Context: an optimization exercise on an open-source flow, tuned for small area and a short achievable clock period. The choices shown serve that exercise and are no tape-out recipe. No functional check of the RTL was part of this run. No activity file was given, so power comes from the tool's default toggle rates.

**flow/flow/run.sh**
```bash
#!/bin/bash
set -euo pipefail
export BUFFER_PORTS_ARGS="-buffer_cell sky130_fd_sc_hd__buf_2"
export SYNTH_ARGS="-noabc"
export SETUP_SLACK_MARGIN=6.5
bash standard.sh > standard.log 2>&1
```
**flow/standard.sh**
```bash
#!/bin/bash
# synth_recipe.tcl (not shown) runs the flow's synth.tcl, then flattens the netlist and writes it again
# the make line also repeats each setting of config.mk as NAME=value (left out here)
make -C /OpenROAD-flow-scripts/flow DESIGN_CONFIG=/design/flow/config.mk WORK_HOME=/design/flow/orfs CLKGATE_MAP_FILE= SYNTH_SCRIPT=/design/flow/synth_recipe.tcl "${@:-finish}"
```
**flow/config.mk**
```make
export PLATFORM = sky130hd
export DESIGN_NAME = MAC
export DESIGN_NICKNAME = MAC
export VERILOG_FILES = /design/flow/design.v
export SDC_FILE = /design/flow/constraint.sdc
export NUM_CORES = 4
export LEC_CHECK = 0
export CAP_MARGIN = 20
export CORE_MARGIN = 2
export CORE_UTILIZATION = 60
export CTS_BUF_LIST = sky130_fd_sc_hd__clkbuf_4 sky130_fd_sc_hd__clkbuf_8
export PLACE_DENSITY = 0.7
export SLEW_MARGIN = 20
```
**flow/constraint.sdc**
```tcl
create_clock -name core_clock -period 12.0 [get_ports {i_clk}]
set_input_delay 2.4000 -clock core_clock [delete_from_list [all_inputs] [get_ports {i_clk}]]
set_output_delay 2.4000 -clock core_clock [all_outputs]
set_load 0.01 [all_outputs]
```
**flow/design.v**
```verilog
module MAC #(parameter ABIT = 16, BBIT = 16, EBIT = 8)
(
	i_clk,
	i_a, i_b, i_loadVal,
	i_load, i_add, i_useMul,
	o_result
);
	input i_clk, i_load, i_add, i_useMul;
	input signed [15:0] i_a;
	input signed [15:0] i_b;
	input signed [39:0] i_loadVal;
	output signed [39:0] o_result;
  reg [39:0] S;
  reg [27:0] C;   
  wire one1;
  wire two2;
  wire neg3;
  wire x4;
  wire x5;
  wire x6;
  wire x7;
  wire x8;
  wire x9;
  wire x10;
  wire x11;
  wire x12;
  wire x13;
  wire x14;
  wire x15;
  wire x16;
  wire x17;
  wire x18;
  wire x19;
  wire pp20;
  wire pp21;
  wire pp22;
  wire pp23;
  wire pp24;
  wire pp25;
  wire pp26;
  wire pp27;
  wire pp28;
  wire pp29;
  wire pp30;
  wire pp31;
  wire pp32;
  wire pp33;
  wire pp34;
  wire pp35;
  wire pp36;
  wire pp37;
  wire negc38;
  wire one39;
  wire two40;
  wire neg41;
  wire x42;
  wire x43;
  wire x44;
  wire x45;
  wire x46;
  wire x47;
  wire x48;
  wire x49;
  wire x50;
  wire x51;
  wire x52;
  wire x53;
  wire x54;
  wire x55;
  wire x56;
  wire x57;
  wire pp58;
  wire pp59;
  wire pp60;
  wire pp61;
  wire pp62;
  wire pp63;
  wire pp64;
  wire pp65;
  wire pp66;
  wire pp67;
  wire pp68;
  wire pp69;
  wire pp70;
  wire pp71;
  wire pp72;
  wire pp73;
  wire pp74;
  wire pp75;
  wire negc76;
  wire one77;
  wire two78;
  wire neg79;
  wire x80;
  wire x81;
  wire x82;
  wire x83;
  wire x84;
  wire x85;
  wire x86;
  wire x87;
  wire x88;
  wire x89;
  wire x90;
  wire x91;
  wire x92;
  wire x93;
  wire x94;
  wire x95;
  wire pp96;
  wire pp97;
  wire pp98;
  wire pp99;
  wire pp100;
  wire pp101;
  wire pp102;
  wire pp103;
  wire pp104;
  wire pp105;
  wire pp106;
  wire pp107;
  wire pp108;
  wire pp109;
  wire pp110;
  wire pp111;
  wire pp112;
  wire pp113;
  wire negc114;
  wire one115;
  wire two116;
  wire neg117;
  wire x118;
  wire x119;
  wire x120;
  wire x121;
  wire x122;
  wire x123;
  wire x124;
  wire x125;
  wire x126;
  wire x127;
  wire x128;
  wire x129;
  wire x130;
  wire x131;
  wire x132;
  wire x133;
  wire pp134;
  wire pp135;
  wire pp136;
  wire pp137;
  wire pp138;
  wire pp139;
  wire pp140;
  wire pp141;
  wire pp142;
  wire pp143;
  wire pp144;
  wire pp145;
  wire pp146;
  wire pp147;
  wire pp148;
  wire pp149;
  wire pp150;
  wire pp151;
  wire negc152;
  wire one153;
  wire two154;
  wire neg155;
  wire x156;
  wire x157;
  wire x158;
  wire x159;
  wire x160;
  wire x161;
  wire x162;
  wire x163;
  wire x164;
  wire x165;
  wire x166;
  wire x167;
  wire x168;
  wire x169;
  wire x170;
  wire x171;
  wire pp172;
  wire pp173;
  wire pp174;
  wire pp175;
  wire pp176;
  wire pp177;
  wire pp178;
  wire pp179;
  wire pp180;
  wire pp181;
  wire pp182;
  wire pp183;
  wire pp184;
  wire pp185;
  wire pp186;
  wire pp187;
  wire pp188;
  wire pp189;
  wire negc190;
  wire one191;
  wire two192;
  wire neg193;
  wire x194;
  wire x195;
  wire x196;
  wire x197;
  wire x198;
  wire x199;
  wire x200;
  wire x201;
  wire x202;
  wire x203;
  wire x204;
  wire x205;
  wire x206;
  wire x207;
  wire x208;
  wire x209;
  wire pp210;
  wire pp211;
  wire pp212;
  wire pp213;
  wire pp214;
  wire pp215;
  wire pp216;
  wire pp217;
  wire pp218;
  wire pp219;
  wire pp220;
  wire pp221;
  wire pp222;
  wire pp223;
  wire pp224;
  wire pp225;
  wire pp226;
  wire pp227;
  wire negc228;
  wire one229;
  wire two230;
  wire neg231;
  wire x232;
  wire x233;
  wire x234;
  wire x235;
  wire x236;
  wire x237;
  wire x238;
  wire x239;
  wire x240;
  wire x241;
  wire x242;
  wire x243;
  wire x244;
  wire x245;
  wire x246;
  wire x247;
  wire pp248;
  wire pp249;
  wire pp250;
  wire pp251;
  wire pp252;
  wire pp253;
  wire pp254;
  wire pp255;
  wire pp256;
  wire pp257;
  wire pp258;
  wire pp259;
  wire pp260;
  wire pp261;
  wire pp262;
  wire pp263;
  wire pp264;
  wire pp265;
  wire negc266;
  wire one267;
  wire two268;
  wire neg269;
  wire x270;
  wire x271;
  wire x272;
  wire x273;
  wire x274;
  wire x275;
  wire x276;
  wire x277;
  wire x278;
  wire x279;
  wire x280;
  wire x281;
  wire x282;
  wire x283;
  wire x284;
  wire x285;
  wire pp286;
  wire pp287;
  wire pp288;
  wire pp289;
  wire pp290;
  wire pp291;
  wire pp292;
  wire pp293;
  wire pp294;
  wire pp295;
  wire pp296;
  wire pp297;
  wire pp298;
  wire pp299;
  wire pp300;
  wire pp301;
  wire pp302;
  wire pp303;
  wire negc304;
  wire base305;
  wire base306;
  wire base307;
  wire base308;
  wire base309;
  wire base310;
  wire base311;
  wire base312;
  wire base313;
  wire base314;
  wire base315;
  wire base316;
  wire base317;
  wire base318;
  wire base319;
  wire base320;
  wire base321;
  wire base322;
  wire base323;
  wire base324;
  wire base325;
  wire base326;
  wire base327;
  wire base328;
  wire base329;
  wire base330;
  wire base331;
  wire base332;
  wire base333;
  wire base334;
  wire base335;
  wire base336;
  wire base337;
  wire base338;
  wire base339;
  wire base340;
  wire base341;
  wire base342;
  wire base343;
  wire base344;
  wire [7:0] btop345;
  wire n346;
  wire n347;
  wire n348;
  wire n349;
  wire n350;
  wire n351;
  wire n352;
  wire n353;
  wire n354;
  wire n355;
  wire n356;
  wire n357;
  wire n358;
  wire n359;
  wire n360;
  wire n361;
  wire n362;
  wire n363;
  wire n364;
  wire n365;
  wire n366;
  wire n367;
  wire n368;
  wire n369;
  wire n370;
  wire n371;
  wire n372;
  wire n373;
  wire n374;
  wire n375;
  wire n376;
  wire n377;
  wire n378;
  wire n379;
  wire n380;
  wire n381;
  wire n382;
  wire n383;
  wire n384;
  wire n385;
  wire n386;
  wire n387;
  wire n388;
  wire n389;
  wire n390;
  wire n391;
  wire n392;
  wire n393;
  wire n394;
  wire n395;
  wire n396;
  wire n397;
  wire n398;
  wire n399;
  wire n400;
  wire n401;
  wire n402;
  wire n403;
  wire n404;
  wire n405;
  wire n406;
  wire n407;
  wire n408;
  wire n409;
  wire n410;
  wire n411;
  wire n412;
  wire n413;
  wire n414;
  wire n415;
  wire n416;
  wire n417;
  wire n418;
  wire n419;
  wire n420;
  wire n421;
  wire n422;
  wire n423;
  wire n424;
  wire n425;
  wire n426;
  wire n427;
  wire n428;
  wire n429;
  wire n430;
  wire n431;
  wire n432;
  wire n433;
  wire n434;
  wire n435;
  wire n436;
  wire n437;
  wire n438;
  wire n439;
  wire n440;
  wire n441;
  wire n442;
  wire n443;
  wire n444;
  wire n445;
  wire n446;
  wire n447;
  wire n448;
  wire n449;
  wire n450;
  wire n451;
  wire n452;
  wire n453;
  wire n454;
  wire n455;
  wire n456;
  wire n457;
  wire n458;
  wire n459;
  wire n460;
  wire n461;
  wire n462;
  wire n463;
  wire n464;
  wire n465;
  wire n466;
  wire n467;
  wire n468;
  wire n469;
  wire n470;
  wire n471;
  wire n472;
  wire n473;
  wire n474;
  wire n475;
  wire n476;
  wire n477;
  wire n478;
  wire n479;
  wire n480;
  wire n481;
  wire n482;
  wire n483;
  wire n484;
  wire n485;
  wire n486;
  wire n487;
  wire n488;
  wire n489;
  wire n490;
  wire n491;
  wire n492;
  wire n493;
  wire n494;
  wire n495;
  wire n496;
  wire n497;
  wire n498;
  wire n499;
  wire n500;
  wire n501;
  wire n502;
  wire n503;
  wire n504;
  wire n505;
  wire n506;
  wire n507;
  wire n508;
  wire n509;
  wire n510;
  wire n511;
  wire n512;
  wire n513;
  wire n514;
  wire n515;
  wire n516;
  wire n517;
  wire n518;
  wire n519;
  wire n520;
  wire n521;
  wire n522;
  wire n523;
  wire n524;
  wire n525;
  wire n526;
  wire n527;
  wire n528;
  wire n529;
  wire n530;
  wire n531;
  wire n532;
  wire n533;
  wire n534;
  wire n535;
  wire n536;
  wire n537;
  wire n538;
  wire n539;
  wire n540;
  wire n541;
  wire n542;
  wire n543;
  wire n544;
  wire n545;
  wire n546;
  wire n547;
  wire n548;
  wire n549;
  wire n550;
  wire n551;
  wire n552;
  wire n553;
  wire n554;
  wire n555;
  wire n556;
  wire n557;
  wire n558;
  wire n559;
  wire n560;
  wire n561;
  wire n562;
  wire n563;
  wire n564;
  wire n565;
  wire n566;
  wire n567;
  wire n568;
  wire n569;
  wire n570;
  wire n571;
  wire n572;
  wire n573;
  wire n574;
  wire n575;
  wire n576;
  wire n577;
  wire n578;
  wire n579;
  wire n580;
  wire n581;
  wire n582;
  wire n583;
  wire n584;
  wire n585;
  wire n586;
  wire n587;
  wire n588;
  wire n589;
  wire n590;
  wire n591;
  wire n592;
  wire n593;
  wire n594;
  wire n595;
  wire n596;
  wire n597;
  wire n598;
  wire n599;
  wire n600;
  wire n601;
  wire n602;
  wire n603;
  wire n604;
  wire n605;
  wire n606;
  wire n607;
  wire n608;
  wire n609;
  wire n610;
  wire n611;
  wire n612;
  wire n613;
  wire n614;
  wire n615;
  wire n616;
  wire n617;
  wire n618;
  wire n619;
  wire n620;
  wire n621;
  wire n622;
  wire n623;
  wire n624;
  wire n625;
  wire n626;
  wire n627;
  wire n628;
  wire n629;
  wire n630;
  wire n631;
  wire n632;
  wire n633;
  assign one1 = i_useMul & i_b[0];
  assign two2 = i_useMul & i_b[1] & ~i_b[0];
  assign neg3 = i_b[1] ^ ~i_add;
  assign x4 = i_a[0] ^ neg3;
  assign x5 = i_a[1] ^ neg3;
  assign x6 = i_a[2] ^ neg3;
  assign x7 = i_a[3] ^ neg3;
  assign x8 = i_a[4] ^ neg3;
  assign x9 = i_a[5] ^ neg3;
  assign x10 = i_a[6] ^ neg3;
  assign x11 = i_a[7] ^ neg3;
  assign x12 = i_a[8] ^ neg3;
  assign x13 = i_a[9] ^ neg3;
  assign x14 = i_a[10] ^ neg3;
  assign x15 = i_a[11] ^ neg3;
  assign x16 = i_a[12] ^ neg3;
  assign x17 = i_a[13] ^ neg3;
  assign x18 = i_a[14] ^ neg3;
  assign x19 = i_a[15] ^ neg3;
  assign pp20 = (one1 & x4) | (two2 & neg3);
  assign pp21 = (one1 & x5) | (two2 & x4);
  assign pp22 = (one1 & x6) | (two2 & x5);
  assign pp23 = (one1 & x7) | (two2 & x6);
  assign pp24 = (one1 & x8) | (two2 & x7);
  assign pp25 = (one1 & x9) | (two2 & x8);
  assign pp26 = (one1 & x10) | (two2 & x9);
  assign pp27 = (one1 & x11) | (two2 & x10);
  assign pp28 = (one1 & x12) | (two2 & x11);
  assign pp29 = (one1 & x13) | (two2 & x12);
  assign pp30 = (one1 & x14) | (two2 & x13);
  assign pp31 = (one1 & x15) | (two2 & x14);
  assign pp32 = (one1 & x16) | (two2 & x15);
  assign pp33 = (one1 & x17) | (two2 & x16);
  assign pp34 = (one1 & x18) | (two2 & x17);
  assign pp35 = (one1 & x19) | (two2 & x18);
  assign pp36 = (one1 & x19) | (two2 & x19);
  assign pp37 = ~pp36;
  assign negc38 = neg3 & (one1 | two2);
  assign one39 = i_useMul & (i_b[2] ^ i_b[1]);
  assign two40 = i_useMul & ((i_b[3] & ~i_b[2] & ~i_b[1]) | (~i_b[3] & i_b[2] & i_b[1]));
  assign neg41 = i_b[3] ^ ~i_add;
  assign x42 = i_a[0] ^ neg41;
  assign x43 = i_a[1] ^ neg41;
  assign x44 = i_a[2] ^ neg41;
  assign x45 = i_a[3] ^ neg41;
  assign x46 = i_a[4] ^ neg41;
  assign x47 = i_a[5] ^ neg41;
  assign x48 = i_a[6] ^ neg41;
  assign x49 = i_a[7] ^ neg41;
  assign x50 = i_a[8] ^ neg41;
  assign x51 = i_a[9] ^ neg41;
  assign x52 = i_a[10] ^ neg41;
  assign x53 = i_a[11] ^ neg41;
  assign x54 = i_a[12] ^ neg41;
  assign x55 = i_a[13] ^ neg41;
  assign x56 = i_a[14] ^ neg41;
  assign x57 = i_a[15] ^ neg41;
  assign pp58 = (one39 & x42) | (two40 & neg41);
  assign pp59 = (one39 & x43) | (two40 & x42);
  assign pp60 = (one39 & x44) | (two40 & x43);
  assign pp61 = (one39 & x45) | (two40 & x44);
  assign pp62 = (one39 & x46) | (two40 & x45);
  assign pp63 = (one39 & x47) | (two40 & x46);
  assign pp64 = (one39 & x48) | (two40 & x47);
  assign pp65 = (one39 & x49) | (two40 & x48);
  assign pp66 = (one39 & x50) | (two40 & x49);
  assign pp67 = (one39 & x51) | (two40 & x50);
  assign pp68 = (one39 & x52) | (two40 & x51);
  assign pp69 = (one39 & x53) | (two40 & x52);
  assign pp70 = (one39 & x54) | (two40 & x53);
  assign pp71 = (one39 & x55) | (two40 & x54);
  assign pp72 = (one39 & x56) | (two40 & x55);
  assign pp73 = (one39 & x57) | (two40 & x56);
  assign pp74 = (one39 & x57) | (two40 & x57);
  assign pp75 = ~pp74;
  assign negc76 = neg41 & (one39 | two40);
  assign one77 = i_useMul & (i_b[4] ^ i_b[3]);
  assign two78 = i_useMul & ((i_b[5] & ~i_b[4] & ~i_b[3]) | (~i_b[5] & i_b[4] & i_b[3]));
  assign neg79 = i_b[5] ^ ~i_add;
  assign x80 = i_a[0] ^ neg79;
  assign x81 = i_a[1] ^ neg79;
  assign x82 = i_a[2] ^ neg79;
  assign x83 = i_a[3] ^ neg79;
  assign x84 = i_a[4] ^ neg79;
  assign x85 = i_a[5] ^ neg79;
  assign x86 = i_a[6] ^ neg79;
  assign x87 = i_a[7] ^ neg79;
  assign x88 = i_a[8] ^ neg79;
  assign x89 = i_a[9] ^ neg79;
  assign x90 = i_a[10] ^ neg79;
  assign x91 = i_a[11] ^ neg79;
  assign x92 = i_a[12] ^ neg79;
  assign x93 = i_a[13] ^ neg79;
  assign x94 = i_a[14] ^ neg79;
  assign x95 = i_a[15] ^ neg79;
  assign pp96 = (one77 & x80) | (two78 & neg79);
  assign pp97 = (one77 & x81) | (two78 & x80);
  assign pp98 = (one77 & x82) | (two78 & x81);
  assign pp99 = (one77 & x83) | (two78 & x82);
  assign pp100 = (one77 & x84) | (two78 & x83);
  assign pp101 = (one77 & x85) | (two78 & x84);
  assign pp102 = (one77 & x86) | (two78 & x85);
  assign pp103 = (one77 & x87) | (two78 & x86);
  assign pp104 = (one77 & x88) | (two78 & x87);
  assign pp105 = (one77 & x89) | (two78 & x88);
  assign pp106 = (one77 & x90) | (two78 & x89);
  assign pp107 = (one77 & x91) | (two78 & x90);
  assign pp108 = (one77 & x92) | (two78 & x91);
  assign pp109 = (one77 & x93) | (two78 & x92);
  assign pp110 = (one77 & x94) | (two78 & x93);
  assign pp111 = (one77 & x95) | (two78 & x94);
  assign pp112 = (one77 & x95) | (two78 & x95);
  assign pp113 = ~pp112;
  assign negc114 = neg79 & (one77 | two78);
  assign one115 = i_useMul & (i_b[6] ^ i_b[5]);
  assign two116 = i_useMul & ((i_b[7] & ~i_b[6] & ~i_b[5]) | (~i_b[7] & i_b[6] & i_b[5]));
  assign neg117 = i_b[7] ^ ~i_add;
  assign x118 = i_a[0] ^ neg117;
  assign x119 = i_a[1] ^ neg117;
  assign x120 = i_a[2] ^ neg117;
  assign x121 = i_a[3] ^ neg117;
  assign x122 = i_a[4] ^ neg117;
  assign x123 = i_a[5] ^ neg117;
  assign x124 = i_a[6] ^ neg117;
  assign x125 = i_a[7] ^ neg117;
  assign x126 = i_a[8] ^ neg117;
  assign x127 = i_a[9] ^ neg117;
  assign x128 = i_a[10] ^ neg117;
  assign x129 = i_a[11] ^ neg117;
  assign x130 = i_a[12] ^ neg117;
  assign x131 = i_a[13] ^ neg117;
  assign x132 = i_a[14] ^ neg117;
  assign x133 = i_a[15] ^ neg117;
  assign pp134 = (one115 & x118) | (two116 & neg117);
  assign pp135 = (one115 & x119) | (two116 & x118);
  assign pp136 = (one115 & x120) | (two116 & x119);
  assign pp137 = (one115 & x121) | (two116 & x120);
  assign pp138 = (one115 & x122) | (two116 & x121);
  assign pp139 = (one115 & x123) | (two116 & x122);
  assign pp140 = (one115 & x124) | (two116 & x123);
  assign pp141 = (one115 & x125) | (two116 & x124);
  assign pp142 = (one115 & x126) | (two116 & x125);
  assign pp143 = (one115 & x127) | (two116 & x126);
  assign pp144 = (one115 & x128) | (two116 & x127);
  assign pp145 = (one115 & x129) | (two116 & x128);
  assign pp146 = (one115 & x130) | (two116 & x129);
  assign pp147 = (one115 & x131) | (two116 & x130);
  assign pp148 = (one115 & x132) | (two116 & x131);
  assign pp149 = (one115 & x133) | (two116 & x132);
  assign pp150 = (one115 & x133) | (two116 & x133);
  assign pp151 = ~pp150;
  assign negc152 = neg117 & (one115 | two116);
  assign one153 = i_useMul & (i_b[8] ^ i_b[7]);
  assign two154 = i_useMul & ((i_b[9] & ~i_b[8] & ~i_b[7]) | (~i_b[9] & i_b[8] & i_b[7]));
  assign neg155 = i_b[9] ^ ~i_add;
  assign x156 = i_a[0] ^ neg155;
  assign x157 = i_a[1] ^ neg155;
  assign x158 = i_a[2] ^ neg155;
  assign x159 = i_a[3] ^ neg155;
  assign x160 = i_a[4] ^ neg155;
  assign x161 = i_a[5] ^ neg155;
  assign x162 = i_a[6] ^ neg155;
  assign x163 = i_a[7] ^ neg155;
  assign x164 = i_a[8] ^ neg155;
  assign x165 = i_a[9] ^ neg155;
  assign x166 = i_a[10] ^ neg155;
  assign x167 = i_a[11] ^ neg155;
  assign x168 = i_a[12] ^ neg155;
  assign x169 = i_a[13] ^ neg155;
  assign x170 = i_a[14] ^ neg155;
  assign x171 = i_a[15] ^ neg155;
  assign pp172 = (one153 & x156) | (two154 & neg155);
  assign pp173 = (one153 & x157) | (two154 & x156);
  assign pp174 = (one153 & x158) | (two154 & x157);
  assign pp175 = (one153 & x159) | (two154 & x158);
  assign pp176 = (one153 & x160) | (two154 & x159);
  assign pp177 = (one153 & x161) | (two154 & x160);
  assign pp178 = (one153 & x162) | (two154 & x161);
  assign pp179 = (one153 & x163) | (two154 & x162);
  assign pp180 = (one153 & x164) | (two154 & x163);
  assign pp181 = (one153 & x165) | (two154 & x164);
  assign pp182 = (one153 & x166) | (two154 & x165);
  assign pp183 = (one153 & x167) | (two154 & x166);
  assign pp184 = (one153 & x168) | (two154 & x167);
  assign pp185 = (one153 & x169) | (two154 & x168);
  assign pp186 = (one153 & x170) | (two154 & x169);
  assign pp187 = (one153 & x171) | (two154 & x170);
  assign pp188 = (one153 & x171) | (two154 & x171);
  assign pp189 = ~pp188;
  assign negc190 = neg155 & (one153 | two154);
  assign one191 = i_useMul & (i_b[10] ^ i_b[9]);
  assign two192 = i_useMul & ((i_b[11] & ~i_b[10] & ~i_b[9]) | (~i_b[11] & i_b[10] & i_b[9]));
  assign neg193 = i_b[11] ^ ~i_add;
  assign x194 = i_a[0] ^ neg193;
  assign x195 = i_a[1] ^ neg193;
  assign x196 = i_a[2] ^ neg193;
  assign x197 = i_a[3] ^ neg193;
  assign x198 = i_a[4] ^ neg193;
  assign x199 = i_a[5] ^ neg193;
  assign x200 = i_a[6] ^ neg193;
  assign x201 = i_a[7] ^ neg193;
  assign x202 = i_a[8] ^ neg193;
  assign x203 = i_a[9] ^ neg193;
  assign x204 = i_a[10] ^ neg193;
  assign x205 = i_a[11] ^ neg193;
  assign x206 = i_a[12] ^ neg193;
  assign x207 = i_a[13] ^ neg193;
  assign x208 = i_a[14] ^ neg193;
  assign x209 = i_a[15] ^ neg193;
  assign pp210 = (one191 & x194) | (two192 & neg193);
  assign pp211 = (one191 & x195) | (two192 & x194);
  assign pp212 = (one191 & x196) | (two192 & x195);
  assign pp213 = (one191 & x197) | (two192 & x196);
  assign pp214 = (one191 & x198) | (two192 & x197);
  assign pp215 = (one191 & x199) | (two192 & x198);
  assign pp216 = (one191 & x200) | (two192 & x199);
  assign pp217 = (one191 & x201) | (two192 & x200);
  assign pp218 = (one191 & x202) | (two192 & x201);
  assign pp219 = (one191 & x203) | (two192 & x202);
  assign pp220 = (one191 & x204) | (two192 & x203);
  assign pp221 = (one191 & x205) | (two192 & x204);
  assign pp222 = (one191 & x206) | (two192 & x205);
  assign pp223 = (one191 & x207) | (two192 & x206);
  assign pp224 = (one191 & x208) | (two192 & x207);
  assign pp225 = (one191 & x209) | (two192 & x208);
  assign pp226 = (one191 & x209) | (two192 & x209);
  assign pp227 = ~pp226;
  assign negc228 = neg193 & (one191 | two192);
  assign one229 = i_useMul & (i_b[12] ^ i_b[11]);
  assign two230 = i_useMul & ((i_b[13] & ~i_b[12] & ~i_b[11]) | (~i_b[13] & i_b[12] & i_b[11]));
  assign neg231 = i_b[13] ^ ~i_add;
  assign x232 = i_a[0] ^ neg231;
  assign x233 = i_a[1] ^ neg231;
  assign x234 = i_a[2] ^ neg231;
  assign x235 = i_a[3] ^ neg231;
  assign x236 = i_a[4] ^ neg231;
  assign x237 = i_a[5] ^ neg231;
  assign x238 = i_a[6] ^ neg231;
  assign x239 = i_a[7] ^ neg231;
  assign x240 = i_a[8] ^ neg231;
  assign x241 = i_a[9] ^ neg231;
  assign x242 = i_a[10] ^ neg231;
  assign x243 = i_a[11] ^ neg231;
  assign x244 = i_a[12] ^ neg231;
  assign x245 = i_a[13] ^ neg231;
  assign x246 = i_a[14] ^ neg231;
  assign x247 = i_a[15] ^ neg231;
  assign pp248 = (one229 & x232) | (two230 & neg231);
  assign pp249 = (one229 & x233) | (two230 & x232);
  assign pp250 = (one229 & x234) | (two230 & x233);
  assign pp251 = (one229 & x235) | (two230 & x234);
  assign pp252 = (one229 & x236) | (two230 & x235);
  assign pp253 = (one229 & x237) | (two230 & x236);
  assign pp254 = (one229 & x238) | (two230 & x237);
  assign pp255 = (one229 & x239) | (two230 & x238);
  assign pp256 = (one229 & x240) | (two230 & x239);
  assign pp257 = (one229 & x241) | (two230 & x240);
  assign pp258 = (one229 & x242) | (two230 & x241);
  assign pp259 = (one229 & x243) | (two230 & x242);
  assign pp260 = (one229 & x244) | (two230 & x243);
  assign pp261 = (one229 & x245) | (two230 & x244);
  assign pp262 = (one229 & x246) | (two230 & x245);
  assign pp263 = (one229 & x247) | (two230 & x246);
  assign pp264 = (one229 & x247) | (two230 & x247);
  assign pp265 = ~pp264;
  assign negc266 = neg231 & (one229 | two230);
  assign one267 = i_useMul & (i_b[14] ^ i_b[13]);
  assign two268 = i_useMul & ((i_b[15] & ~i_b[14] & ~i_b[13]) | (~i_b[15] & i_b[14] & i_b[13]));
  assign neg269 = i_b[15] ^ ~i_add;
  assign x270 = i_a[0] ^ neg269;
  assign x271 = i_a[1] ^ neg269;
  assign x272 = i_a[2] ^ neg269;
  assign x273 = i_a[3] ^ neg269;
  assign x274 = i_a[4] ^ neg269;
  assign x275 = i_a[5] ^ neg269;
  assign x276 = i_a[6] ^ neg269;
  assign x277 = i_a[7] ^ neg269;
  assign x278 = i_a[8] ^ neg269;
  assign x279 = i_a[9] ^ neg269;
  assign x280 = i_a[10] ^ neg269;
  assign x281 = i_a[11] ^ neg269;
  assign x282 = i_a[12] ^ neg269;
  assign x283 = i_a[13] ^ neg269;
  assign x284 = i_a[14] ^ neg269;
  assign x285 = i_a[15] ^ neg269;
  assign pp286 = (one267 & x270) | (two268 & neg269);
  assign pp287 = (one267 & x271) | (two268 & x270);
  assign pp288 = (one267 & x272) | (two268 & x271);
  assign pp289 = (one267 & x273) | (two268 & x272);
  assign pp290 = (one267 & x274) | (two268 & x273);
  assign pp291 = (one267 & x275) | (two268 & x274);
  assign pp292 = (one267 & x276) | (two268 & x275);
  assign pp293 = (one267 & x277) | (two268 & x276);
  assign pp294 = (one267 & x278) | (two268 & x277);
  assign pp295 = (one267 & x279) | (two268 & x278);
  assign pp296 = (one267 & x280) | (two268 & x279);
  assign pp297 = (one267 & x281) | (two268 & x280);
  assign pp298 = (one267 & x282) | (two268 & x281);
  assign pp299 = (one267 & x283) | (two268 & x282);
  assign pp300 = (one267 & x284) | (two268 & x283);
  assign pp301 = (one267 & x285) | (two268 & x284);
  assign pp302 = (one267 & x285) | (two268 & x285);
  assign pp303 = ~pp302;
  assign negc304 = neg269 & (one267 | two268);
  assign base305 = i_load ? i_loadVal[0] : o_result[0];
  assign base306 = i_load ? i_loadVal[1] : o_result[1];
  assign base307 = i_load ? i_loadVal[2] : o_result[2];
  assign base308 = i_load ? i_loadVal[3] : o_result[3];
  assign base309 = i_load ? i_loadVal[4] : o_result[4];
  assign base310 = i_load ? i_loadVal[5] : o_result[5];
  assign base311 = i_load ? i_loadVal[6] : o_result[6];
  assign base312 = i_load ? i_loadVal[7] : o_result[7];
  assign base313 = i_load ? i_loadVal[8] : o_result[8];
  assign base314 = i_load ? i_loadVal[9] : o_result[9];
  assign base315 = i_load ? i_loadVal[10] : o_result[10];
  assign base316 = i_load ? i_loadVal[11] : o_result[11];
  assign base317 = i_load ? i_loadVal[12] : o_result[12];
  assign base318 = i_load ? i_loadVal[13] : o_result[13];
  assign base319 = i_load ? i_loadVal[14] : o_result[14];
  assign base320 = i_load ? i_loadVal[15] : o_result[15];
  assign base321 = i_load ? i_loadVal[16] : o_result[16];
  assign base322 = i_load ? i_loadVal[17] : o_result[17];
  assign base323 = i_load ? i_loadVal[18] : o_result[18];
  assign base324 = i_load ? i_loadVal[19] : o_result[19];
  assign base325 = i_load ? i_loadVal[20] : o_result[20];
  assign base326 = i_load ? i_loadVal[21] : o_result[21];
  assign base327 = i_load ? i_loadVal[22] : o_result[22];
  assign base328 = i_load ? i_loadVal[23] : o_result[23];
  assign base329 = i_load ? i_loadVal[24] : o_result[24];
  assign base330 = i_load ? i_loadVal[25] : o_result[25];
  assign base331 = i_load ? i_loadVal[26] : o_result[26];
  assign base332 = i_load ? i_loadVal[27] : o_result[27];
  assign base333 = i_load ? i_loadVal[28] : o_result[28];
  assign base334 = i_load ? i_loadVal[29] : o_result[29];
  assign base335 = i_load ? i_loadVal[30] : o_result[30];
  assign base336 = i_load ? i_loadVal[31] : o_result[31];
  assign base337 = i_load ? i_loadVal[32] : o_result[32];
  assign base338 = i_load ? i_loadVal[33] : o_result[33];
  assign base339 = i_load ? i_loadVal[34] : o_result[34];
  assign base340 = i_load ? i_loadVal[35] : o_result[35];
  assign base341 = i_load ? i_loadVal[36] : o_result[36];
  assign base342 = i_load ? i_loadVal[37] : o_result[37];
  assign base343 = i_load ? i_loadVal[38] : o_result[38];
  assign base344 = i_load ? i_loadVal[39] : o_result[39];
  assign btop345 = {base344, base343, base342, base341, base340, base339, base338, base337} + 8'd255;
  assign n346 = pp20 ^ negc38 ^ base305;
  assign n347 = (pp20 & negc38) | (pp20 & base305) | (negc38 & base305);
  assign n348 = pp21 ^ base306 ^ n347;
  assign n349 = (pp21 & base306) | (pp21 & n347) | (base306 & n347);
  assign n350 = pp22 ^ pp58 ^ negc76;
  assign n351 = (pp22 & pp58) | (pp22 & negc76) | (pp58 & negc76);
  assign n352 = base307 ^ n350 ^ n349;
  assign n353 = (base307 & n350) | (base307 & n349) | (n350 & n349);
  assign n354 = pp23 ^ pp59 ^ base308;
  assign n355 = (pp23 & pp59) | (pp23 & base308) | (pp59 & base308);
  assign n356 = n351 ^ n354 ^ n353;
  assign n357 = (n351 & n354) | (n351 & n353) | (n354 & n353);
  assign n358 = pp24 ^ pp60 ^ pp96;
  assign n359 = (pp24 & pp60) | (pp24 & pp96) | (pp60 & pp96);
  assign n360 = negc114 ^ base309 ^ n355;
  assign n361 = (negc114 & base309) | (negc114 & n355) | (base309 & n355);
  assign n362 = n358 ^ n360;
  assign n363 = n358 & n360;
  assign n364 = pp25 ^ pp61 ^ pp97;
  assign n365 = (pp25 & pp61) | (pp25 & pp97) | (pp61 & pp97);
  assign n366 = base310 ^ n359 ^ n364;
  assign n367 = (base310 & n359) | (base310 & n364) | (n359 & n364);
  assign n368 = n361 ^ n366;
  assign n369 = n361 & n366;
  assign n370 = pp26 ^ pp62 ^ pp98;
  assign n371 = (pp26 & pp62) | (pp26 & pp98) | (pp62 & pp98);
  assign n372 = pp134 ^ negc152 ^ base311;
  assign n373 = (pp134 & negc152) | (pp134 & base311) | (negc152 & base311);
  assign n374 = n365 ^ n370 ^ n372;
  assign n375 = (n365 & n370) | (n365 & n372) | (n370 & n372);
  assign n376 = n367 ^ n374;
  assign n377 = n367 & n374;
  assign n378 = pp27 ^ pp63 ^ pp99;
  assign n379 = (pp27 & pp63) | (pp27 & pp99) | (pp63 & pp99);
  assign n380 = pp135 ^ base312 ^ n371;
  assign n381 = (pp135 & base312) | (pp135 & n371) | (base312 & n371);
  assign n382 = n373 ^ n378 ^ n375;
  assign n383 = (n373 & n378) | (n373 & n375) | (n378 & n375);
  assign n384 = n380 ^ n377;
  assign n385 = n380 & n377;
  assign n386 = pp28 ^ pp64 ^ pp100;
  assign n387 = (pp28 & pp64) | (pp28 & pp100) | (pp64 & pp100);
  assign n388 = pp136 ^ pp172 ^ negc190;
  assign n389 = (pp136 & pp172) | (pp136 & negc190) | (pp172 & negc190);
  assign n390 = base313 ^ n379 ^ n386;
  assign n391 = (base313 & n379) | (base313 & n386) | (n379 & n386);
  assign n392 = n388 ^ n381 ^ n390;
  assign n393 = (n388 & n381) | (n388 & n390) | (n381 & n390);
  assign n394 = n383 ^ n385;
  assign n395 = n383 & n385;
  assign n396 = pp29 ^ pp65 ^ pp101;
  assign n397 = (pp29 & pp65) | (pp29 & pp101) | (pp65 & pp101);
  assign n398 = pp137 ^ pp173 ^ base314;
  assign n399 = (pp137 & pp173) | (pp137 & base314) | (pp173 & base314);
  assign n400 = n387 ^ n389 ^ n396;
  assign n401 = (n387 & n389) | (n387 & n396) | (n389 & n396);
  assign n402 = n398 ^ n391 ^ n400;
  assign n403 = (n398 & n391) | (n398 & n400) | (n391 & n400);
  assign n404 = n393 ^ n402;
  assign n405 = n393 & n402;
  assign n406 = pp30 ^ pp66 ^ pp102;
  assign n407 = (pp30 & pp66) | (pp30 & pp102) | (pp66 & pp102);
  assign n408 = pp138 ^ pp174 ^ pp210;
  assign n409 = (pp138 & pp174) | (pp138 & pp210) | (pp174 & pp210);
  assign n410 = negc228 ^ base315 ^ n397;
  assign n411 = (negc228 & base315) | (negc228 & n397) | (base315 & n397);
  assign n412 = n399 ^ n406 ^ n408;
  assign n413 = (n399 & n406) | (n399 & n408) | (n406 & n408);
  assign n414 = n401 ^ n410 ^ n412;
  assign n415 = (n401 & n410) | (n401 & n412) | (n410 & n412);
  assign n416 = n403 ^ n414;
  assign n417 = n403 & n414;
  assign n418 = pp31 ^ pp67 ^ pp103;
  assign n419 = (pp31 & pp67) | (pp31 & pp103) | (pp67 & pp103);
  assign n420 = pp139 ^ pp175 ^ pp211;
  assign n421 = (pp139 & pp175) | (pp139 & pp211) | (pp175 & pp211);
  assign n422 = base316 ^ n407 ^ n409;
  assign n423 = (base316 & n407) | (base316 & n409) | (n407 & n409);
  assign n424 = n418 ^ n420 ^ n411;
  assign n425 = (n418 & n420) | (n418 & n411) | (n420 & n411);
  assign n426 = n413 ^ n422 ^ n424;
  assign n427 = (n413 & n422) | (n413 & n424) | (n422 & n424);
  assign n428 = n415 ^ n417;
  assign n429 = n415 & n417;
  assign n430 = pp32 ^ pp68 ^ pp104;
  assign n431 = (pp32 & pp68) | (pp32 & pp104) | (pp68 & pp104);
  assign n432 = pp140 ^ pp176 ^ pp212;
  assign n433 = (pp140 & pp176) | (pp140 & pp212) | (pp176 & pp212);
  assign n434 = pp248 ^ negc266 ^ base317;
  assign n435 = (pp248 & negc266) | (pp248 & base317) | (negc266 & base317);
  assign n436 = n419 ^ n421 ^ n430;
  assign n437 = (n419 & n421) | (n419 & n430) | (n421 & n430);
  assign n438 = n432 ^ n434 ^ n423;
  assign n439 = (n432 & n434) | (n432 & n423) | (n434 & n423);
  assign n440 = n436 ^ n425 ^ n438;
  assign n441 = (n436 & n425) | (n436 & n438) | (n425 & n438);
  assign n442 = n427 ^ n440;
  assign n443 = n427 & n440;
  assign n444 = pp33 ^ pp69 ^ pp105;
  assign n445 = (pp33 & pp69) | (pp33 & pp105) | (pp69 & pp105);
  assign n446 = pp141 ^ pp177 ^ pp213;
  assign n447 = (pp141 & pp177) | (pp141 & pp213) | (pp177 & pp213);
  assign n448 = pp249 ^ base318 ^ n431;
  assign n449 = (pp249 & base318) | (pp249 & n431) | (base318 & n431);
  assign n450 = n433 ^ n435 ^ n444;
  assign n451 = (n433 & n435) | (n433 & n444) | (n435 & n444);
  assign n452 = n446 ^ n437 ^ n448;
  assign n453 = (n446 & n437) | (n446 & n448) | (n437 & n448);
  assign n454 = n450 ^ n439 ^ n452;
  assign n455 = (n450 & n439) | (n450 & n452) | (n439 & n452);
  assign n456 = n441 ^ n454;
  assign n457 = n441 & n454;
  assign n458 = pp34 ^ pp70 ^ pp106;
  assign n459 = (pp34 & pp70) | (pp34 & pp106) | (pp70 & pp106);
  assign n460 = pp142 ^ pp178 ^ pp214;
  assign n461 = (pp142 & pp178) | (pp142 & pp214) | (pp178 & pp214);
  assign n462 = pp250 ^ pp286 ^ negc304;
  assign n463 = (pp250 & pp286) | (pp250 & negc304) | (pp286 & negc304);
  assign n464 = base319 ^ n445 ^ n447;
  assign n465 = (base319 & n445) | (base319 & n447) | (n445 & n447);
  assign n466 = n458 ^ n460 ^ n462;
  assign n467 = (n458 & n460) | (n458 & n462) | (n460 & n462);
  assign n468 = n449 ^ n451 ^ n464;
  assign n469 = (n449 & n451) | (n449 & n464) | (n451 & n464);
  assign n470 = n466 ^ n453 ^ n468;
  assign n471 = (n466 & n453) | (n466 & n468) | (n453 & n468);
  assign n472 = n455 ^ n470;
  assign n473 = n455 & n470;
  assign n474 = pp35 ^ pp71 ^ pp107;
  assign n475 = (pp35 & pp71) | (pp35 & pp107) | (pp71 & pp107);
  assign n476 = pp143 ^ pp179 ^ pp215;
  assign n477 = (pp143 & pp179) | (pp143 & pp215) | (pp179 & pp215);
  assign n478 = pp251 ^ pp287 ^ base320;
  assign n479 = (pp251 & pp287) | (pp251 & base320) | (pp287 & base320);
  assign n480 = n459 ^ n461 ^ n463;
  assign n481 = (n459 & n461) | (n459 & n463) | (n461 & n463);
  assign n482 = n474 ^ n476 ^ n478;
  assign n483 = (n474 & n476) | (n474 & n478) | (n476 & n478);
  assign n484 = n465 ^ n467 ^ n480;
  assign n485 = (n465 & n467) | (n465 & n480) | (n467 & n480);
  assign n486 = n482 ^ n469 ^ n484;
  assign n487 = (n482 & n469) | (n482 & n484) | (n469 & n484);
  assign n488 = n471 ^ n486;
  assign n489 = n471 & n486;
  assign n490 = ~(pp37 ^ pp72);
  assign n491 = pp37 | pp72;
  assign n492 = pp108 ^ pp144 ^ pp180;
  assign n493 = (pp108 & pp144) | (pp108 & pp180) | (pp144 & pp180);
  assign n494 = pp216 ^ pp252 ^ pp288;
  assign n495 = (pp216 & pp252) | (pp216 & pp288) | (pp252 & pp288);
  assign n496 = base321 ^ n490 ^ n475;
  assign n497 = (base321 & n490) | (base321 & n475) | (n490 & n475);
  assign n498 = n477 ^ n479 ^ n492;
  assign n499 = (n477 & n479) | (n477 & n492) | (n479 & n492);
  assign n500 = n494 ^ n481 ^ n483;
  assign n501 = (n494 & n481) | (n494 & n483) | (n481 & n483);
  assign n502 = n496 ^ n498 ^ n485;
  assign n503 = (n496 & n498) | (n496 & n485) | (n498 & n485);
  assign n504 = n500 ^ n487 ^ n502;
  assign n505 = (n500 & n487) | (n500 & n502) | (n487 & n502);
  assign n506 = ~(pp73 ^ pp109);
  assign n507 = pp73 | pp109;
  assign n508 = pp145 ^ pp181 ^ pp217;
  assign n509 = (pp145 & pp181) | (pp145 & pp217) | (pp181 & pp217);
  assign n510 = pp253 ^ pp289 ^ base322;
  assign n511 = (pp253 & pp289) | (pp253 & base322) | (pp289 & base322);
  assign n512 = n491 ^ n506 ^ n493;
  assign n513 = (n491 & n506) | (n491 & n493) | (n506 & n493);
  assign n514 = n495 ^ n508 ^ n510;
  assign n515 = (n495 & n508) | (n495 & n510) | (n508 & n510);
  assign n516 = n497 ^ n499 ^ n512;
  assign n517 = (n497 & n499) | (n497 & n512) | (n499 & n512);
  assign n518 = n514 ^ n501 ^ n516;
  assign n519 = (n514 & n501) | (n514 & n516) | (n501 & n516);
  assign n520 = n503 ^ n518;
  assign n521 = n503 & n518;
  assign n522 = pp75 ^ pp110 ^ pp146;
  assign n523 = (pp75 & pp110) | (pp75 & pp146) | (pp110 & pp146);
  assign n524 = pp182 ^ pp218 ^ pp254;
  assign n525 = (pp182 & pp218) | (pp182 & pp254) | (pp218 & pp254);
  assign n526 = pp290 ^ base323 ^ n507;
  assign n527 = (pp290 & base323) | (pp290 & n507) | (base323 & n507);
  assign n528 = n509 ^ n511 ^ n522;
  assign n529 = (n509 & n511) | (n509 & n522) | (n511 & n522);
  assign n530 = n524 ^ n526 ^ n513;
  assign n531 = (n524 & n526) | (n524 & n513) | (n526 & n513);
  assign n532 = n515 ^ n528 ^ n530;
  assign n533 = (n515 & n528) | (n515 & n530) | (n528 & n530);
  assign n534 = n517 ^ n532 ^ n519;
  assign n535 = (n517 & n532) | (n517 & n519) | (n532 & n519);
  assign n536 = ~(pp111 ^ pp147);
  assign n537 = pp111 | pp147;
  assign n538 = pp183 ^ pp219 ^ pp255;
  assign n539 = (pp183 & pp219) | (pp183 & pp255) | (pp219 & pp255);
  assign n540 = pp291 ^ base324 ^ n536;
  assign n541 = (pp291 & base324) | (pp291 & n536) | (base324 & n536);
  assign n542 = n523 ^ n525 ^ n538;
  assign n543 = (n523 & n525) | (n523 & n538) | (n525 & n538);
  assign n544 = n527 ^ n540 ^ n529;
  assign n545 = (n527 & n540) | (n527 & n529) | (n540 & n529);
  assign n546 = n542 ^ n531 ^ n544;
  assign n547 = (n542 & n531) | (n542 & n544) | (n531 & n544);
  assign n548 = n533 ^ n546;
  assign n549 = n533 & n546;
  assign n550 = pp113 ^ pp148 ^ pp184;
  assign n551 = (pp113 & pp148) | (pp113 & pp184) | (pp148 & pp184);
  assign n552 = pp220 ^ pp256 ^ pp292;
  assign n553 = (pp220 & pp256) | (pp220 & pp292) | (pp256 & pp292);
  assign n554 = base325 ^ n537 ^ n539;
  assign n555 = (base325 & n537) | (base325 & n539) | (n537 & n539);
  assign n556 = n550 ^ n552 ^ n541;
  assign n557 = (n550 & n552) | (n550 & n541) | (n552 & n541);
  assign n558 = n543 ^ n554 ^ n556;
  assign n559 = (n543 & n554) | (n543 & n556) | (n554 & n556);
  assign n560 = n545 ^ n558 ^ n547;
  assign n561 = (n545 & n558) | (n545 & n547) | (n558 & n547);
  assign n562 = ~(pp149 ^ pp185);
  assign n563 = pp149 | pp185;
  assign n564 = pp221 ^ pp257 ^ pp293;
  assign n565 = (pp221 & pp257) | (pp221 & pp293) | (pp257 & pp293);
  assign n566 = base326 ^ n562 ^ n551;
  assign n567 = (base326 & n562) | (base326 & n551) | (n562 & n551);
  assign n568 = n553 ^ n564 ^ n555;
  assign n569 = (n553 & n564) | (n553 & n555) | (n564 & n555);
  assign n570 = n566 ^ n557 ^ n568;
  assign n571 = (n566 & n557) | (n566 & n568) | (n557 & n568);
  assign n572 = n559 ^ n570;
  assign n573 = n559 & n570;
  assign n574 = pp151 ^ pp186 ^ pp222;
  assign n575 = (pp151 & pp186) | (pp151 & pp222) | (pp186 & pp222);
  assign n576 = pp258 ^ pp294 ^ base327;
  assign n577 = (pp258 & pp294) | (pp258 & base327) | (pp294 & base327);
  assign n578 = n563 ^ n565 ^ n574;
  assign n579 = (n563 & n565) | (n563 & n574) | (n565 & n574);
  assign n580 = n576 ^ n567 ^ n578;
  assign n581 = (n576 & n567) | (n576 & n578) | (n567 & n578);
  assign n582 = n569 ^ n580 ^ n571;
  assign n583 = (n569 & n580) | (n569 & n571) | (n580 & n571);
  assign n584 = ~(pp187 ^ pp223);
  assign n585 = pp187 | pp223;
  assign n586 = pp259 ^ pp295 ^ base328;
  assign n587 = (pp259 & pp295) | (pp259 & base328) | (pp295 & base328);
  assign n588 = n584 ^ n575 ^ n577;
  assign n589 = (n584 & n575) | (n584 & n577) | (n575 & n577);
  assign n590 = n586 ^ n579 ^ n588;
  assign n591 = (n586 & n579) | (n586 & n588) | (n579 & n588);
  assign n592 = n581 ^ n590;
  assign n593 = n581 & n590;
  assign n594 = pp189 ^ pp224 ^ pp260;
  assign n595 = (pp189 & pp224) | (pp189 & pp260) | (pp224 & pp260);
  assign n596 = pp296 ^ base329 ^ n585;
  assign n597 = (pp296 & base329) | (pp296 & n585) | (base329 & n585);
  assign n598 = n587 ^ n594 ^ n596;
  assign n599 = (n587 & n594) | (n587 & n596) | (n594 & n596);
  assign n600 = n589 ^ n598 ^ n591;
  assign n601 = (n589 & n598) | (n589 & n591) | (n598 & n591);
  assign n602 = ~(pp225 ^ pp261);
  assign n603 = pp225 | pp261;
  assign n604 = pp297 ^ base330 ^ n602;
  assign n605 = (pp297 & base330) | (pp297 & n602) | (base330 & n602);
  assign n606 = n595 ^ n597 ^ n604;
  assign n607 = (n595 & n597) | (n595 & n604) | (n597 & n604);
  assign n608 = n599 ^ n606;
  assign n609 = n599 & n606;
  assign n610 = pp227 ^ pp262 ^ pp298;
  assign n611 = (pp227 & pp262) | (pp227 & pp298) | (pp262 & pp298);
  assign n612 = base331 ^ n603 ^ n610;
  assign n613 = (base331 & n603) | (base331 & n610) | (n603 & n610);
  assign n614 = n605 ^ n612 ^ n607;
  assign n615 = (n605 & n612) | (n605 & n607) | (n612 & n607);
  assign n616 = ~(pp263 ^ pp299);
  assign n617 = pp263 | pp299;
  assign n618 = base332 ^ n616 ^ n611;
  assign n619 = (base332 & n616) | (base332 & n611) | (n616 & n611);
  assign n620 = n613 ^ n618;
  assign n621 = n613 & n618;
  assign n622 = pp265 ^ pp300 ^ base333;
  assign n623 = (pp265 & pp300) | (pp265 & base333) | (pp300 & base333);
  assign n624 = n617 ^ n622 ^ n619;
  assign n625 = (n617 & n622) | (n617 & n619) | (n622 & n619);
  assign n626 = ~(pp301 ^ base334);
  assign n627 = pp301 | base334;
  assign n628 = n626 ^ n623;
  assign n629 = n626 & n623;
  assign n630 = pp303 ^ base335 ^ n627;
  assign n631 = (pp303 & base335) | (pp303 & n627) | (base335 & n627);
  assign n632 = ~(base336 ^ n631);
  assign n633 = base336 | n631;
  assign o_result = S + {1'b0, 1'b0, 1'b0, 1'b0, 1'b0, 1'b0, 1'b0, C[27], 1'b0, C[26], C[25], C[24], C[23], C[22], C[21], C[20], C[19], C[18], C[17], C[16], C[15], C[14], C[13], C[12], C[11], C[10], C[9], C[8], C[7], C[6], C[5], C[4], C[3], C[2], C[1], C[0], 1'b0, 1'b0, 1'b0, 1'b0};
  always @(posedge i_clk) begin
    S <= {btop345[7], btop345[6], btop345[5], btop345[4], btop345[3], btop345[2], btop345[1], btop345[0], n632, n629, n628, n621, n620, n609, n608, n593, n592, n573, n572, n549, n548, n521, n520, n489, n473, n457, n443, n429, n426, n405, n395, n392, n382, n369, n363, n362, n356, n352, n348, n346};
    C <= {n633, n630, n625, n624, n615, n614, n601, n600, n583, n582, n561, n560, n535, n534, n505, n504, n488, n472, n456, n442, n428, n416, n404, n394, n384, n376, n368, n357};
  end
endmodule
```
==> summary.md <==
| Metric | Value |
|---|---|
| Gr ovfl total | 0 |
| Commonest non-fill, non-tap cell in the layout | xnor2_1 |
| Reg area | between 1000 and 1500 um^2 |
| Clk network pwr share | around 7.8% |
| Post-Synthesis Cells | ~1000 |
| Startpoint types | input pin |
| DR iter-0 viols | about 560 |
| Via density | roughly 6 |
| Avg Inst Size Synth | slightly above 9 um^2 |
| Die footprint | about 17000 um^2 |
| PwrDens | roughly 260 nW/um^2 |
| CP Capture Type | flop |
| Hold/Removal Path Class | flop to flop |
| CTS max path bufs | 2 |
| P&R area growth vs syn | 18.2% |
| Latest clock arrival within the worst-skew pair | roughly 370 ps |
| Post-DP HPWL | 19.6 mm |
| Starting Density | 61.1% |
| Cts hold-fix bufs | 0 |
| Slew margin rel. | 52.6% |
| Final Hold Fails | 0 |
| DRC | 0 |
| Routed WL | about 25 mm |
| Min cycle time layout | around 5500 ps |
| H-tree lvl count | 3 |
| FFs w/ async S/R, synth | 0% |
| Multi-input logic area | 8230 um^2 |
| GRT Resource Usage Total | between 30 and 40% |
| Top_reg_cell synth | dfxtp_1 |
| Crit path largest cell delay | 530 ps |
| Seq/Total Area, Yosys | 14.1% |
| Yosys reg bits | roughly 70 |
| Nets | ~1400 |
| Post-synth EDFFs | 0 |
| Vias in the first global route | about 7500 |
| Crit path cell chain | clkbuf_4 > clkbuf_16 > xnor2_4 > buf_4 > xnor2_1 > o22ai_1 > fa_2 > fa_2 > fa_2 > fa_1 > fa_1 |
| IO Port Bufs | 115 |
| Largest net degree at the start of global routing | between 50 and 60 |
| CP delay by family, top | adder cells |
| Crit-path max FO | 6 |
| Die Y | between 100 and 150 um |
| TritonCTS clock tree | done |
| Drt pass-1 iters | 5 |
| Area leader, netlist | fa_1 |
| Crit-path slowest cell | fa_1 |
| Yosys top cell area share | approximately a quarter |
| Sequential Power Share | 14.5% |
| Syn nets | about 1300 |
| DR vias | ~8000 |
| Share of cells above drive strength 1 | 27.2% |
| Die width | 131 um |
| Pins over their slew limit | 0 |
| Placed Instance Area | 10400 um^2 |
| Wire per inst | roughly 19 um |
| Count of cell types in the netlist | between 60 and 70 |
| Yosys warns | 1 |
| Most frequent cells in the layout | xnor2_1, buf_2, fa_1 |
| Switching power total | roughly 1.4 mW |
| WS Path Type | input pin to flop |
| Crit path top cell by count | fa_2 |
| Fin crit share | between 40% and 50% |
| Non-filler cells, final | around 1400 |
| RSZ-0062 raised after global routing | true |
| Initial antenna violation count | 0 |
| FMAX | 0.181 GHz |
| Fillcell total | 1234 |
| Post-synthesis cell area | roughly 9600 um^2 |
| Routability Congestion | between 0.9 and 1 |
| Internal power | around 1.5 mW |
| Leak | ~4.8 nW |
| Final TNS setup | 0 ps |
| Final non-filler cell area | 11400 um^2 |
| VDD IR max | roughly 190 uV |
| WP data arrival | between 5000 and 6000 ps |
| CTS buffer count | 9 |
| Clock sinks | 68 |
| Reg clk slew, reported paths | approximately 90 ps |
| IO Count | about 120 |
| Sw Ratio | roughly half |
| Setup violations, final | 0 |
| Row count | between 40 and 50 |
| Outcome | no timing/DRC/antenna violations |
| Critical Path RT | about 12000 ps |
| Max Cap Viol | 0 |
| Placed cells | 1288 |
| Setup Skew | around 20 ps |
| Routed Antenna Nets | 0 |
| ANT cells | 0 |
| First-pass GRT wire length | between 30 and 40 mm |
| Combinational power share | between 70% and 80% |
| Clock root buffer | clkbuf_8 |
| Core Footprint | roughly 16000 um^2 |
| Worst Path Buf+Inv | 3 |
| Top cells by area, synth | fa_1, dfxtp_1, xnor2_1 |
| Worst-Margin Slew | between 700 and 800 ps |
-- synth_stat cells (3+ instances only) --
cell        n
clkbuf_1   42
a21o_1     10
a31oi_1     6
and2_1     13
mux2_2     24
o211ai_1    4
o22ai_1    80
nand2_1    66
nor3b_1     4
dfxtp_1    68
nand3_1    10
buf_2      15
o21ai_1     5
xnor2_1   143
o21a_1      5
o221ai_1    3
nand4_1     7
a21oi_1    57
a21boi_0    7
nor2b_1    22
o21bai_1    4
ha_1       57
buf_4       6
o21ai_0    23
a22oi_1    27
fa_1      117
buf_1      15
inv_1      46
mux2i_1    10
xor2_1     54
nor2_1     37
-- worst reg2reg max path, delay by kind of cell (launching register included) --
family	cells	cell delay, ps
fa+ha+maj	6	2390
compound gates	4	1180
mux	1	320
flops	1	300
simple gates	1	160
xor+xnor	1	140
-- kinds of logic after synthesis --
kind of cell             after synthesis  synth area share (%)
buffers and inverters                124                  5.26
flip-flops                            68                  14.1
AO/OA/AOI/OAI                        258                  18.0
XOR/XNOR                             197                  17.9
AND/OR/NAND/NOR                      175                  8.87
adder cells (fa/ha/maj)              174                  31.7
multiplexers                          36                  4.08
-- metal layers --
metal  GRT usage (%)  routed length [um]  vias to the layer above
met5               0                   0                        -
met2            46.7               11600                      331
met1            42.9               11300                     3832
li1                -                   -                     3783
met4            10.4                 759                        0
met3            5.46                1810                       48
-- layout make-up --
type,instances,share of cell area [%]
clock buffer,11,1.33
clock inverter,5,0.736
inverter,46,1.52
multi-input combinational,841,72.2
sequential,68,12.0
tap,216,2.37
timing repair buffer,168,9.86
-- timing repair --
item                                    in CTS  in global routing
endpoints found under the setup margin      34                 25
buffers inserted                            32                 16
pin swaps                                   10                 14
gates cloned                                 1                  2
resized for setup                           13                 43
-- worst paths after layout --
kind,from,end,slack [ps],depth (start not counted)
worst max-delay path,i_add,C[12],6460,11
worst min register to register,S[0],S[0],660,2
worst min-delay path,S[0],S[0],660,2
worst max register to register,C[6],C[16],7400,13
-- flip-flops by register name, indices dropped and copies added, names as in the netlist --
| name | count |
|---|---|
| S | 40 |
| C | 28 |
-- through the flow --
step | hold WS, ps | util [%] | setup WS [ps] | power [mW]
after floorplan | 615 | - | 6210 | 2.01
final | 659 | 72.2 | 6460 | 2.92
after global placement | 637 | 66.2 | 5550 | 2.54
after detailed placement | 637 | 66.2 | 5490 | 2.60
after CTS | 665 | 70.0 | 6510 | 2.89
after global routing | 691 | 72.2 | 6380 | 3.24
-- power groups by stage --
| stage | registers (mW) | clock network (mW) | logic [mW] |
|---|---|---|---|
| detailed placement | 0.426 | 0 | 2.18 |
| floorplan | 0.409 | 0 | 1.60 |
| global placement | 0.424 | 0 | 2.12 |
| finish | 0.421 | 0.228 | 2.27 |
| global route | 0.433 | 0.238 | 2.57 |
| CTS | 0.421 | 0.231 | 2.24 |

## port drivers added, routing unchanged
The results above use ideal ports. As a check the final layout listed here was re-extracted and re-timed, cells and wires unchanged. Step 1 assumes that a clkbuf_16 drives the clock port and a buf_2 every other input. Step 2 moves the port delays by t, midway between the first and last clock arrival at a register: inputs arrive t later, outputs are due t later. That takes back most of the time a late clock gives input paths. Three values: no drivers, after step 1, after step 2; two values: the first two.
t (ns): 0.404
setup WS [ns]: 6.463 / 6.481 / 6.077
worst register clock-pin slew, ns: 0.09 / 0.09
pins driven straight from the clock port: 1
After both steps setup and hold are still met in this run. For this run, drivers alone change the setup slack by +0.018 ns; drivers and shift together by -0.386 ns.
